This is an optimization exercise on Yosys and OpenROAD, whose aim is small area and a short achievable clock period, not a production implementation.
Only simulation tests tie the RTL to the original design; equivalence was not proved.

==> 07-21 <==
## wavefront_allocator
module wavefront_allocator #(
  parameter int VC_NUM = 2
)(
  input  logic clk,
  input  logic RSTn,
  input  logic [PORT_NUM-1:0][VC_NUM-1:0] vc_request,
  input  logic [PORT_NUM-1:0][VC_NUM-1:0][2:0] vc_target_port,
  output logic [PORT_NUM-1:0][VC_NUM-1:0] vc_grant_final
);
==> module wavefront_allocator, before the edit <==
module wavefront_allocator #(
  parameter int VC_NUM = 2
)(
  input  logic clk,
  input  logic RSTn,
  input  logic [PORT_NUM-1:0][VC_NUM-1:0] vc_request,
  input  logic [PORT_NUM-1:0][VC_NUM-1:0][2:0] vc_target_port,
  output logic [PORT_NUM-1:0][VC_NUM-1:0] vc_grant_final
);
  logic [3:0] wf_start;
  logic [4:0] vc_start;
  logic [4:0][1:0][4:0] hit;
  logic [4:0][4:0] req;
  for (genvar i = 0; i < 5; i++) begin : g_dec
    for (genvar v = 0; v < 2; v++) begin : g_vc
      wire [2:0] t = vc_target_port[i][v];
      wire       r = vc_request[i][v];
      assign hit[i][v][0] = r & ~t[2] & ~t[1] & ~t[0];
      assign hit[i][v][1] = r & ~t[1] &  t[0];
      assign hit[i][v][2] = r &  t[1] & ~t[0];
      assign hit[i][v][3] = r &  t[1] &  t[0];
      assign hit[i][v][4] = r &  t[2];
    end
    for (genvar o = 0; o < 5; o++) begin : g_req
      assign req[o][i] = hit[i][0][o] | hit[i][1][o];
    end
  end
  logic [9:0][4:0] avail;
  logic [8:0][4:0] pick;
  assign avail[0] = '1;
  for (genvar k = 0; k < 9; k++) begin : g_stage
    localparam int O = k % 5;
    wire act = (k < 5) ? ((O == 4) ? 1'b1 : ~wf_start[O]) : wf_start[O];
    wire [4:0] cand;      
    wire [5:0] free;      
    assign free[0] = act;
    for (genvar d = 0; d < 5; d++) begin : g_scan
      localparam int I = (O + d) % 5;
      assign cand[d]    = req[O][I] & avail[k][I];
      assign free[d+1]  = free[d] & ~cand[d];
      assign pick[k][I] = cand[d] & free[d];
      assign avail[k+1][I] = avail[k][I] & ~pick[k][I];
    end
  end
  for (genvar i = 0; i < 5; i++) begin : g_grant
    logic sel1;
    always_comb begin
      sel1 = 1'b0;
      for (int k = 0; k < 9; k++)
        sel1 = sel1 | (pick[k][i] & hit[i][1][k % 5]);
    end
    wire same = |(hit[i][0] & hit[i][1]);
    assign vc_grant_final[i][1] = sel1 & (vc_start[i] | ~same);
    assign vc_grant_final[i][0] = ~avail[9][i] & ~vc_grant_final[i][1];
  end
  always_ff @(posedge clk) begin
    if (!RSTn) begin
      wf_start <= '0;
      vc_start <= '0;
    end else begin
      if (|vc_request)
        wf_start <= wf_start[3] ? 4'b0000 : {wf_start[2:0], 1'b1};
      for (int i = 0; i < 5; i++)
        vc_start[i] <= vc_grant_final[i][0] | (vc_start[i] & ~vc_grant_final[i][1]);
    end
  end
endmodule
==> flow/config.mk <==
export PLATFORM = sky130hd
export DESIGN_NAME = wavefront_allocator
export DESIGN_NICKNAME = wavefront_allocator
export VERILOG_FILES = /design/flow/design.v
export SDC_FILE = /design/flow/constraint.sdc
export NUM_CORES = 4
export LEC_CHECK = 0
export CAP_MARGIN = 20
export CORE_MARGIN = 2
export CORE_UTILIZATION = 70
export CTS_BUF_LIST = sky130_fd_sc_hd__clkbuf_4
export PLACE_DENSITY = 0.85
export SLEW_MARGIN = 20
==> flow/constraint.sdc <==
create_clock -name core_clock -period 40.0 [get_ports {clk}]
set_input_delay 8.0000 -clock core_clock [delete_from_list [all_inputs] [get_ports {clk}]]
set_output_delay 8.0000 -clock core_clock [all_outputs]
set_load 0.01 [all_outputs]
standard.sh (not shown) runs the stock make flow with config.mk's settings and CLKGATE_MAP_FILE= SYNTH_SCRIPT=/design/flow/synth_recipe.tcl, a recipe that flattens the netlist after the stock synthesis.
==> flow/flow/run.sh <==
#!/bin/bash
set -euo pipefail
W=$(pwd)
F=$W/flow

sed 's#log_cmd abc {\*}\$abc_args#log_cmd abc -script '"$F"'/area.abc {*}[lrange $abc_args 2 end]#' \
  "$FLOW_HOME/scripts/synth.tcl" > "$W/my_synth.tcl"
grep -q "area.abc" "$W/my_synth.tcl"
sed 's#\$::env(SCRIPTS_DIR)/synth.tcl#'"$W"'/my_synth.tcl#' synth_recipe.tcl > my_synth_recipe.tcl
grep -q my_synth.tcl my_synth_recipe.tcl

cp config.mk my_config.mk
echo 'export CTS_ARGS = -sink_clustering_enable -repair_clock_nets -dont_use_dummy_load -sink_clustering_size 30 -sink_clustering_max_diameter 300 -buf_list sky130_fd_sc_hd__clkbuf_4' >> my_config.mk
echo 'export SETUP_SLACK_MARGIN = 17.7' >> my_config.mk
echo 'export BUFFER_PORTS_ARGS = -buffer_cell sky130_fd_sc_hd__buf_1' >> my_config.mk

sed -e 's#SYNTH_SCRIPT=[^ ]*#SYNTH_SCRIPT='"$W"'/my_synth_recipe.tcl#' \
    -e 's#DESIGN_CONFIG=[^ ]*#DESIGN_CONFIG='"$W"'/my_config.mk#' standard.sh > my_standard.sh
grep -q my_synth_recipe.tcl my_standard.sh
grep -q my_config.mk my_standard.sh

bash my_standard.sh > flow.log 2>&1
==> flow/flow/area.abc <==
strash
&get -n
&deepsyn -T 60
&put
strash
&get -n
&dch -f
&nf -R 1000
&put
topo
==> 12-06: changes against 07-21 <==
==> flow/design.v (replaced) <==
package noc_params;
  typedef enum logic [2:0] {LOCAL, NORTH, SOUTH, WEST, EAST} port_t;
  localparam int PORT_NUM  = 5;
  localparam int PORT_SIZE = (PORT_NUM <= 1) ? 1 : $clog2(PORT_NUM);
  localparam int VC_NUM    = 2;
  localparam int VC_SIZE   = (VC_NUM <= 1) ? 1 : $clog2(VC_NUM);
endpackage : noc_params
import noc_params::*;
module wavefront_allocator #(
  parameter int VC_NUM = 2
)(
  input  logic clk,
  input  logic RSTn,
  input  logic [PORT_NUM-1:0][VC_NUM-1:0] vc_request,
  input  logic [PORT_NUM-1:0][VC_NUM-1:0][2:0] vc_target_port,
  output logic [PORT_NUM-1:0][VC_NUM-1:0] vc_grant_final
);
  logic [3:0] wf_start;  
  logic [4:0] vc_start;
  logic [4:0][1:0][4:0] hit;
  logic [4:0][4:0] req;
  logic [4:0] avail;
  logic [4:0] g1;
  logic [1:0][4:0] act;
  always_comb begin
    for (int i = 0; i < 5; i++)
      for (int v = 0; v < 2; v++) begin
        logic [2:0] t;
        logic r;
        t = vc_target_port[i][v];
        r = vc_request[i][v];
        hit[i][v][0] = r & ~t[2] & ~t[1] & ~t[0];
        hit[i][v][1] = r & ~t[1] &  t[0];
        hit[i][v][2] = r &  t[1] & ~t[0];
        hit[i][v][3] = r &  t[1] &  t[0];
        hit[i][v][4] = r &  t[2];
      end
    for (int o = 0; o < 5; o++)
      for (int i = 0; i < 5; i++)
        req[o][i] = hit[i][0][o] | hit[i][1][o];
  end
  always_comb begin
    for (int o = 0; o < 5; o++) begin
      act[1][o] = (o < 4) ? wf_start[o] : 1'b0;
      act[0][o] = ~act[1][o];
    end
  end
  always_comb begin
    logic np, c;
    avail = '1;
    g1 = '0;
    for (int p = 0; p < 2; p++)
      for (int o = 0; o < 5; o++) begin
        np = act[p][o];
        for (int d = 0; d < 5; d++) begin
          int i;
          i = (o + d) % 5;
          c = req[o][i] & np;
          g1[i] = g1[i] | (avail[i] & np & hit[i][1][o]);
          np = np & ~(req[o][i] & avail[i]);
          avail[i] = avail[i] & ~c;
        end
      end
  end
  always_comb begin
    for (int i = 0; i < 5; i++) begin
      vc_grant_final[i][1] = g1[i] & (vc_start[i] | ~(|(hit[i][0] & hit[i][1])));
      vc_grant_final[i][0] = ~avail[i] & ~vc_grant_final[i][1];
    end
  end
  always_ff @(posedge clk) begin
    if (!RSTn) begin
      wf_start <= '0;
      vc_start <= '0;
    end else begin
      if (|vc_request) begin
        wf_start <= wf_start[3] ? 4'b0000 : {wf_start[2:0], 1'b1};
      end
      for (int i = 0; i < 5; i++)
        vc_start[i] <= vc_grant_final[i][0] | (vc_start[i] & ~vc_grant_final[i][1]);
    end
  end
endmodule
--- a/flow/flow/run.sh
+++ b/flow/flow/run.sh
@@ -10,8 +10,6 @@
 grep -q my_synth.tcl my_synth_recipe.tcl
 
 cp config.mk my_config.mk
-echo 'export CTS_ARGS = -sink_clustering_enable -repair_clock_nets -dont_use_dummy_load -sink_clustering_size 30 -sink_clustering_max_diameter 300 -buf_list sky130_fd_sc_hd__clkbuf_4' >> my_config.mk
-echo 'export SETUP_SLACK_MARGIN = 17.7' >> my_config.mk
 echo 'export BUFFER_PORTS_ARGS = -buffer_cell sky130_fd_sc_hd__buf_1' >> my_config.mk
 
 sed -e 's#SYNTH_SCRIPT=[^ ]*#SYNTH_SCRIPT='"$W"'/my_synth_recipe.tcl#' \
==> flow/flow/area.abc (replaced) <==
strash
&get -n
&syn2
&dch -f
&nf -R 1000
&put
strash
&get -n
&dch -f
&nf -R 1000
&put
topo
CORE_UTILIZATION = 40   (was 70)
PLACE_DENSITY = unset   (was 0.85)
==> results.txt <==
Multiplexer share of the synthesized area: 07-21 0%; 12-06 0.531%
Area share of the leading cell type in the synthesized netlist: 07-21 11.7%; 12-06 11.6%
Resized cells post-CTS: 07-21 8; 12-06 0
Post-synthesis instance area: 07-21 1790 sq um; 12-06 1880 sq um
Run status: 07-21 did not finish; 12-06 timing/DRC/antenna clean
Last stage reached: 07-21 global routing; 12-06 -
Synthesized instance count: 07-21 313; 12-06 335
Avg Inst Size Synth: 07-21 5.72 sq um; 12-06 5.62 sq um
Number of unique standard cell types used by synthesis: 07-21 43; 12-06 39
Synthesized-area fraction occupied by ao, oa, aoi and oai cells: 07-21 30.7%; 12-06 36.3%
Final GP Congestion: 07-21 1.06; 12-06 0.962
HPWL reported at the end of detailed placement: 07-21 4480 um; 12-06 5040 um
Die Wd: 07-21 54.6 um; 12-06 72.6 um
Worst setup timing slack at the placement stage: 07-21 17.21 ns; 12-06 17.57 ns
Total cell area at the placement stage: 07-21 2020 sq um; 12-06 2140 sq um
Sequential element share of the synthesized area: 07-21 10.1%; 12-06 9.56%
Synthesized netlist net count: 07-21 355; 12-06 377

[separate check: timing with driven ports]
How much do the figures lean on ideal ports? The routed layout below was timed once more, with nothing changed but the port constraints.
Step 1 sets driving cells, clkbuf_16 on the clock port and buf_2 on the other inputs (assumed; they add their load-dependent delay and slew).
Step 2, shift: input delay + t, output delay - t, t = (earliest + latest rising clock arrival at the registers) / 2. This alone moves slack from input paths to output paths.
a / b / c = ideal / step 1 / step 2; a / b = the first two.
run: 12-06
shift t [ns]: 0.295
slack for setup (ns): 17.441 / 17.415 / 17.415
worst hold slack (ns): 0.455 / 0.455 / 0.455
latest minus earliest clock arrival (ns): 0.001 / 0.001
After both steps 12-06 still meets setup and hold. The setup slack of 12-06 moves by -0.026 ns with the drivers and by -0.026 ns with both steps.
